What follows belongs to an exercise in optimizing a design on an open flow for small area and a short achievable clock period; a production flow would make more cautious choices. In this exercise RTL edits were held to simulation tests only and were not proved equivalent to the original. Power and IR drop assume default switching activity.

== job 1722 ==
==> flow/design.v (excerpt) <==
module simd_vector_mac (
    input clk,
    input rst_n,
    input valid_i,
    input start_i,
    input last_i,
    input [63:0] A,
    input [63:0] B,
    output vector_mac_valid_o,
    output [37:0] vector_mac_data_o
);
    wire one1;
    wire two2;
    wire bp3;
    wire bp4;
    wire bp5;
    wire bp6;
    wire bp7;
    wire bp8;
    wire bp9;
    wire bp10;
    wire bp11;
    wire bp12;
    wire bp13;
    wire bp14;
    wire bp15;
    wire bp16;
    wire bp17;
    wire bp18;
    wire bp19;
    wire bn20;
    wire one21;
    wire two22;
    wire bp23;
    wire bp24;
    wire bp25;
    wire bp26;
    wire bp27;
    wire bp28;
    wire bp29;
    wire bp30;
    wire bp31;
    wire bp32;
    wire bp33;
    wire bp34;
    wire bp35;
    wire bp36;
    wire bp37;
    wire bp38;
    wire bp39;
    wire bn40;
    wire one41;
    wire two42;
    wire bp43;
    wire bp44;
    wire bp45;
    wire bp46;
    wire bp47;
    wire bp48;
    wire bp49;
    wire bp50;
    wire bp51;
    wire bp52;
    wire bp53;
    wire bp54;
    wire bp55;
    wire bp56;
    wire bp57;
    wire bp58;
    wire bp59;
    wire bn60;
    wire one61;
    wire two62;
    wire bp63;
    wire bp64;
    wire bp65;
    wire bp66;
    wire bp67;
    wire bp68;
    wire bp69;
    wire bp70;
    wire bp71;
    wire bp72;
    wire bp73;
    wire bp74;
    wire bp75;
    wire bp76;
    wire bp77;
    wire bp78;
    wire bp79;
    wire bn80;
    wire one81;
    wire two82;
    wire bp83;
    wire bp84;
    wire bp85;
    wire bp86;
    wire bp87;
    wire bp88;
    wire bp89;
    wire bp90;
    wire bp91;
    wire bp92;
    wire bp93;
    wire bp94;
    wire bp95;
    wire bp96;
  ...
Size in the first run: ~3,600 cells after synthesis, ~170 I/O pins, about 0.036 sq mm of cells after synthesis.
==> flow/config.mk <==
export PLATFORM = sky130hd
export DESIGN_NAME = simd_vector_mac
export DESIGN_NICKNAME = simd_vector_mac
export VERILOG_FILES = /design/flow/design.v
export SDC_FILE = /design/flow/constraint.sdc
export NUM_CORES = 4
export LEC_CHECK = 0
export ABC_AREA = 1
export CAP_MARGIN = 20
export CORE_MARGIN = 2
export CORE_UTILIZATION = 40
export SETUP_SLACK_MARGIN = 1.8
export SLEW_MARGIN = 20
==> flow/constraint.sdc <==
create_clock -name core_clock -period 4.5 [get_ports {clk}]
set_input_delay 0.9000 -clock core_clock [delete_from_list [all_inputs] [get_ports {clk}]]
set_output_delay 0.9000 -clock core_clock [all_outputs]
set_load 0.01 [all_outputs]
standard.sh (not shown) runs the stock make flow with config.mk's settings and CLKGATE_MAP_FILE= SYNTH_SCRIPT=/design/flow/synth_recipe.tcl, a recipe that flattens the netlist after the stock synthesis.
==> flow/flow/run.sh <==
#!/bin/bash
# Standard layout, with one netlist step between synthesis and floorplan: bubble2.py chooses the
# polarity of the full-adder cells, fa(~a,~b,~c) = ~fa(a,b,c), and of gates that have a
# complemented twin, so that the netlist needs fewer inverters. Registers are not touched.
set -euo pipefail
R=$PWD/orfs/results/$FLOW_PLATFORM/simd_vector_mac/base
LIB=$FLOW_HOME/platforms/$FLOW_PLATFORM/lib/sky130_fd_sc_hd__tt_025C_1v80.lib
bash standard.sh "$R/1_2_yosys.v" > synth.log 2>&1
cp "$R/1_2_yosys.v" "$PWD/1_2_yosys_standard.v"
python3 flow/bubble2.py "$LIB" "$PWD/1_2_yosys_standard.v" "$R/1_2_yosys.v" > bubble.log 2>&1
bash standard.sh finish > layout.log 2>&1
Other scripts of this flow, unchanged in this note and not shown: flow/flow/bubble2.py
Job 1722 did not stop at any stage, and its layout met the timing, design-rule and antenna checks.
#### Input delta (job 7374 over job 1722)
Settings: CTS_BUF_LIST: unset -> sky130_fd_sc_hd__clkbuf_4 sky130_fd_sc_hd__clkbuf_8.
diff --git a/flow/flow/run.sh b/flow/flow/run.sh
--- a/flow/flow/run.sh
+++ b/flow/flow/run.sh
@@ -3,4 +3,5 @@
 # polarity of the full-adder cells, fa(~a,~b,~c) = ~fa(a,b,c), and of gates that have a
 # complemented twin, so that the netlist needs fewer inverters. Registers are not touched.
+# Port buffers are buf_2 cells instead of the delay cells buffer_ports picks by itself.
 set -euo pipefail
 R=$PWD/orfs/results/$FLOW_PLATFORM/simd_vector_mac/base
@@ -9,3 +10,4 @@
 cp "$R/1_2_yosys.v" "$PWD/1_2_yosys_standard.v"
 python3 flow/bubble2.py "$LIB" "$PWD/1_2_yosys_standard.v" "$R/1_2_yosys.v" > bubble.log 2>&1
+export BUFFER_PORTS_ARGS="-buffer_cell sky130_fd_sc_hd__buf_2"
 bash standard.sh finish > layout.log 2>&1
--- outcome ---
- The minimum clock period after layout of job 7374 was inferior to that of job 1722.
- The first element of the critical path comes out A[3] in one run and A[58] in the other, namely in job 1722 and job 7374 respectively.
- The power density over the cells reported for job 7374 is greater than that of job 1722 by 87 mW/mm^2.
- Row antenna diode instance count: job 7374 higher / job 1722 lower
- Job 7374 reports its top routing layer in use as met4 while job 1722 reports met5.
- Compared with job 1722, placement density in the core of job 7374 is lower.
Setup changes, job 7374 to job 3839
Settings: swapping 1.8 for 2.0 in SETUP_SLACK_MARGIN; clearing CTS_BUF_LIST, which used to be sky130_fd_sc_hd__clkbuf_4 sky130_fd_sc_hd__clkbuf_8; putting PLACE_DENSITY at 0.8 where nothing was set.
==> summary.txt <==
Compared with job 7374, met1 routed wirelength after detailed routing in job 3839 decreased by a few percent.
Summary: with job 7374 as the reference, number of global-route vias before repair in job 3839 moved up by a little under 10%.
Power in job 3839 vs job 7374: up about 7%
Area growth from synthesis to layout ends up lower on job 7374.
Job 3839 — finished layout cell area about 14% higher, job 7374 as reference
Relative to job 7374, final-layout worst hold slack decreased by 200 ps in job 3839.
The time the final worst path needs with I/O delays and setup in job 3839 sits 16 ps below the value recorded for job 7374.
[job 3839] post-route clock period utilization fell 0.36 points relative to job 7374
Going from job 7374 to job 3839, utilization increased 6.7 points; clock buffer count from CTS moved down; power dissipated in sequential cells shows an increase of about 2%.
The following lists how job 1014 was set up differently from job 3839:
Settings: a deleted PLACE_DENSITY that had been 0.8; a change of SETUP_SLACK_MARGIN from 2.0 to 1.8.
==> comparison <==
Job 3839 did not stop at any stage, and its layout met the timing, design-rule and antenna checks.
Having completed the whole flow, job 1014 delivered a layout that passed the timing, design-rule and antenna checks.
Summary of the comparison: internal power contribution is lower in job 1014, relative to job 3839.
Summary of job 1014 over job 3839: critical path depth moved up; detailed-route wire length moved down; number of non-clock inverters level; setup slack on the worst flop-to-flop path moved up.
As far as number of placed instances with taps included is concerned, job 1014 and job 3839 perform about the same.
Total number of multi-input combinational cells in job 1014 is 0.59% below job 3839.
Job 3839 -> job 1014: cell area decreased by more than 10%

-- port drivers added, routing unchanged --
No port has a modelled driver above. Below, the same layouts with a new extraction and two added sets of constraints.
Step 1 sets driving cells, clkbuf_16 on the clock port and buf_2 on the other inputs (assumed; they add their load-dependent delay and slew).
Step 2, shift: input delay + t, output delay - t, t = (earliest + latest rising clock arrival at the registers) / 2. This alone moves slack from input paths to output paths.
a / b / c = ideal ports / drivers / drivers and shift; a / b = the first two.
run | t (ns) | setup slack, ns | latest minus earliest clock arrival (ns) | slew at the worst register clock pin (ns) | worst data-port slew with drivers (ns)
job 1722 | 0.674 | 1.764 / 1.774 / 1.128 | 0.024 / 0.024 | 0.07 / 0.07 | 0.09
job 7374 | 0.746 | 1.744 / 1.780 / 1.044 | 0.038 / 0.039 | 0.07 / 0.07 | 0.08
job 3839 | 0.670 | 1.760 / 1.760 / 1.263 | 0.039 / 0.040 | 0.07 / 0.07 | 0.11
job 1014 | 0.689 | 1.736 / 1.784 / 1.096 | 0.033 / 0.034 | 0.07 / 0.07 | 0.08
After both steps setup and hold are still met in every run listed. For job 7374, which loses most, drivers alone change the setup slack by +0.036 ns; drivers and shift together by -0.700 ns.
